This design comes from an exercise in tuning for a short achievable clock period and few clock cycles on the open sky130 flow, not from production work.
The RTL was checked by simulation tests, not by an equivalence proof against the original design.
The clock port is modelled as an ideal driver; clocking choices that lean on that would not hold on a real chip.

== lane 2 ==
==> flow/design.v (excerpt) <==
module cpu(
	input wire clk,
	input wire rstn,
	output wire[15:0] inst_addr,
	input wire[31:0] inst_data,
	output wire[18:0] mem_addr,
	output wire[31:0] mem_wdata,
	input wire[31:0] mem_rdata,
	output wire mem_enable,
	output wire[3:0] mem_wea,
	output wire uart_wenable,
	input wire uart_wdone,
	output wire[31:0] uart_wd,
	output wire uart_renable,
	input wire uart_rdone,
	input wire[31:0] uart_rd
);
For scale: about 56000 cells after synthesis, about 640000 um2 of cells after synthesis.
==> flow/config.mk <==
export PLATFORM = sky130hd
export DESIGN_NAME = cpu
export DESIGN_NICKNAME = cpu
export VERILOG_FILES = /design/flow/design.v
export SDC_FILE = /design/flow/constraint.sdc
export NUM_CORES = 8
export LEC_CHECK = 0
export CAP_MARGIN = 35
export CORE_MARGIN = 2
export CORE_UTILIZATION = 50
export SLEW_MARGIN = 35
export SYNTH_HIERARCHICAL = 1
==> flow/constraint.sdc <==
create_clock -name core_clock -period 25.0 [get_ports {clk}]
set_input_delay 5.0000 -clock core_clock [delete_from_list [all_inputs] [get_ports {clk}]]
set_output_delay 5.0000 -clock core_clock [all_outputs]
set_load 0.01 [all_outputs]
standard.sh (not shown) runs the stock make flow with config.mk's settings and CLKGATE_MAP_FILE= SYNTH_SCRIPT=/design/flow/synth_recipe.tcl, a recipe that flattens the netlist after the stock synthesis.
==> flow/flow/run.sh <==
#!/bin/bash
# Layout flow: the standard synthesis, then the standard ORFS steps with
# their timing repair asked to reach below the clock period (a setup margin;
# the SDC, clock and I/O constraints are the standard flow's, unchanged), without gate
# cloning (its clones can leave small slew/capacitance violations after
# routing), with the port buffers made of ordinary buffers (sizable by the
# repair) rather than delay cells, with the clock pin at the middle of an edge
# (flow/clkpin.tcl), and with more antenna-repair passes after detailed routing.
# Each step's output goes to a log of its own in the work folder.
set -euo pipefail
KNOBS=(SETUP_SLACK_MARGIN=${MARGIN:-18.3} TNS_END_PERCENT=${TNS:-30} SKIP_GATE_CLONING=1
       MAX_REPAIR_ANTENNAS_ITER_DRT=12 "BUFFER_PORTS_ARGS=-buffer_cell sky130_fd_sc_hd__buf_4"
       "PRE_IO_PLACEMENT_TCL=$PWD/flow/clkpin.tcl")
bash standard.sh synth > flow_1_synth.log 2>&1
bash standard.sh "${KNOBS[@]}" floorplan > flow_2_floorplan.log 2>&1
bash standard.sh "${KNOBS[@]}" place > flow_3_place.log 2>&1
bash standard.sh "${KNOBS[@]}" cts > flow_4_cts.log 2>&1
bash standard.sh "${KNOBS[@]}" grt > flow_5_grt.log 2>&1
bash standard.sh "${KNOBS[@]}" finish > flow_6_route_finish.log 2>&1
==> flow/flow/clkpin.tcl <==
# The clock pin goes at the middle of the top edge, the nearest edge point to
# the clock tree's root at the middle of the core, instead of wherever the pin
# placer would put it (a corner, in earlier layouts).
set die [ord::get_die_area]
set xl [lindex $die 0]
set xh [lindex $die 2]
set w [expr {$xh - $xl}]
set_io_pin_constraint -pin_names {clk} \
  -region [format "top:%.2f-%.2f" [expr {$xl + 0.49 * $w}] [expr {$xl + 0.51 * $w}]]
Testbench counts of lane 2, summed over its fixed seeds: cycles 118,261.
Input changes introduced in lane 3 (baseline for comparison: lane 2):
# lane 2
export LEC_CHECK = 0
export CAP_MARGIN = 35
export CORE_MARGIN = 2
export CORE_UTILIZATION = 50
export SLEW_MARGIN = 35
export SYNTH_HIERARCHICAL = 1
create_clock -name core_clock -period 25.0 [get_ports {clk}]
# lane 3
export LEC_CHECK = 0
export CAP_MARGIN = 35
export CORE_MARGIN = 2
export CORE_UTILIZATION = 40
export SLEW_MARGIN = 35
export SYNTH_HIERARCHICAL = 1
create_clock -name core_clock -period 25.0 [get_ports {clk}]
diff --git a/flow/flow/run.sh b/flow/flow/run.sh
--- a/flow/flow/run.sh
+++ b/flow/flow/run.sh
@@ -5,11 +5,10 @@
 # cloning (its clones can leave small slew/capacitance violations after
 # routing), with the port buffers made of ordinary buffers (sizable by the
-# repair) rather than delay cells, with the clock pin at the middle of an edge
-# (flow/clkpin.tcl), and with more antenna-repair passes after detailed routing.
+# repair) rather than delay cells, and with more antenna-repair passes after
+# detailed routing.
 # Each step's output goes to a log of its own in the work folder.
 set -euo pipefail
 KNOBS=(SETUP_SLACK_MARGIN=${MARGIN:-18.3} TNS_END_PERCENT=${TNS:-30} SKIP_GATE_CLONING=1
-       MAX_REPAIR_ANTENNAS_ITER_DRT=12 "BUFFER_PORTS_ARGS=-buffer_cell sky130_fd_sc_hd__buf_4"
-       "PRE_IO_PLACEMENT_TCL=$PWD/flow/clkpin.tcl")
+       MAX_REPAIR_ANTENNAS_ITER_DRT=12 "BUFFER_PORTS_ARGS=-buffer_cell sky130_fd_sc_hd__buf_4")
 bash standard.sh synth > flow_1_synth.log 2>&1
 bash standard.sh "${KNOBS[@]}" floorplan > flow_2_floorplan.log 2>&1
removed: flow/flow/clkpin.tcl
--- outcome ---
- Per the comparison of lane 3 with lane 2, largest fanout on the critical path fell 4, post-route cell area rose 2500 um2, layout overhead on the synthesized area rose 0.39 points, worst hold slack after final layout fell 49 ps, register-to-register slack rose 240 ps.

* * *

cpu, a different RTL version from the one above (not shown whole).
Size: roughly 57,000 cells after synthesis, ~210 I/O pins, ~640,000 um^2 of cells after synthesis.
Settings: LEC_CHECK=0, CAP_MARGIN=35, CORE_MARGIN=2, CORE_UTILIZATION=55, SLEW_MARGIN=35, SYNTH_HIERARCHICAL=1; clock period 25.0 ns.
==> flow/flow/run.sh <==
#!/bin/bash
# Layout flow: the standard synthesis, then the standard ORFS steps with
# their timing repair asked to reach below the clock period (a setup margin;
# the SDC, clock and I/O constraints are the standard flow's, unchanged), without gate
# cloning (its clones can leave small slew/capacitance violations after
# routing), with the port buffers made of ordinary buffers (sizable by the
# repair) rather than delay cells, with each output port's buffer moved next
# to the cell driving it before detailed placement (flow/move_out_bufs.tcl),
# and with more antenna-repair passes after detailed routing.
# Each step's output goes to a log of its own in the work folder.
set -euo pipefail
KNOBS=(SETUP_SLACK_MARGIN=${MARGIN:-18.3} TNS_END_PERCENT=${TNS:-100} SKIP_GATE_CLONING=1
       MAX_REPAIR_ANTENNAS_ITER_DRT=12 "BUFFER_PORTS_ARGS=-buffer_cell sky130_fd_sc_hd__buf_4"
       "PRE_DETAIL_PLACE_TCL=$PWD/flow/move_out_bufs.tcl")
bash standard.sh synth > flow_1_synth.log 2>&1
bash standard.sh "${KNOBS[@]}" floorplan > flow_2_floorplan.log 2>&1
bash standard.sh "${KNOBS[@]}" place > flow_3_place.log 2>&1
bash standard.sh "${KNOBS[@]}" cts > flow_4_cts.log 2>&1
bash standard.sh "${KNOBS[@]}" grt > flow_5_grt.log 2>&1
bash standard.sh "${KNOBS[@]}" finish > flow_6_route_finish.log 2>&1
==> flow/flow/move_out_bufs.tcl <==
# Run before detailed placement (PRE_DETAIL_PLACE_TCL): move each output
# port's buffer next to the cell that drives it, so that the buffer, not the
# driving flip-flop, drives the long wire to the pin.  Detailed placement then
# legalizes the moved buffers.
set block [ord::get_db_block]
set n 0
foreach bt [$block getBTerms] {
  if {[$bt getIoType] != "OUTPUT"} continue
  set net [$bt getNet]
  if {$net == "NULL"} continue
  set bufi ""
  foreach it [$net getITerms] { if {[$it isOutputSignal]} { set bufi [$it getInst] } }
  if {$bufi == ""} continue
  set srci ""
  foreach it [$bufi getITerms] {
    if {[$it isInputSignal]} {
      set in [$it getNet]
      if {$in == "NULL"} continue
      foreach it2 [$in getITerms] { if {[$it2 isOutputSignal]} { set srci [$it2 getInst] } }
    }
  }
  if {$srci == ""} continue
  set loc [$srci getLocation]
  $bufi setLocation [lindex $loc 0] [lindex $loc 1]
  incr n
}
puts "move_out_bufs: moved $n output buffers"
Testbench counts at the start, summed over its fixed seeds: cycles 118,301.
Edit:
--- a/flow/config.mk
+++ b/flow/config.mk
@@ -9,3 +9,3 @@
 export CORE_MARGIN = 2
-export CORE_UTILIZATION = 55
+export CORE_UTILIZATION = 40
 export SLEW_MARGIN = 35
Die area went up by well over a third.
Worst hold slack is worse by 0.058 ns.
Core utilization drops by 16 points.
Final area came out higher slightly.
Worst setup slack hardly moves.
Sequential cell count is unchanged.
Routed wire length goes down by roughly a tenth.
First-iteration DRC count came out lower by about a fifth.
Critical path depth fell by 22.
Via count came out lower by a few percent.

[static timing again, ports no longer ideal]
The results above use ideal ports. As a check the final layouts listed here were re-extracted and re-timed, cells and wires unchanged.
Step 1 sets driving cells, clkbuf_16 on the clock port and buf_2 on the other inputs (assumed; they add their load-dependent delay and slew).
Step 2, shift: input delay + t, output delay - t, t = (earliest + latest rising clock arrival at the registers) / 2. This alone moves slack from input paths to output paths.
Slacks: no drivers / after step 1 / after step 2; pairs: no drivers / after step 1.
| run | t, ns | slack for setup (ns) | worst register clock-pin slew, ns |
|---|---|---|---|
| lane 2 | 1.337 | 17.759 / 17.627 / 16.704 | 0.08 / 0.08 |
| lane 3 | 1.445 | 17.924 / 17.738 / 16.772 | 0.09 / 0.09 |
| the first run of note 2 | 1.437 | 18.032 / 17.921 / 16.752 | 0.09 / 0.09 |
| the second run of note 2 | 1.421 | 18.030 / 17.857 / 16.939 | 0.08 / 0.08 |
After both steps setup and hold are still met in every run listed. For the first run of note 2, which loses most, drivers alone change the setup slack by -0.111 ns; drivers and shift together by -1.280 ns.
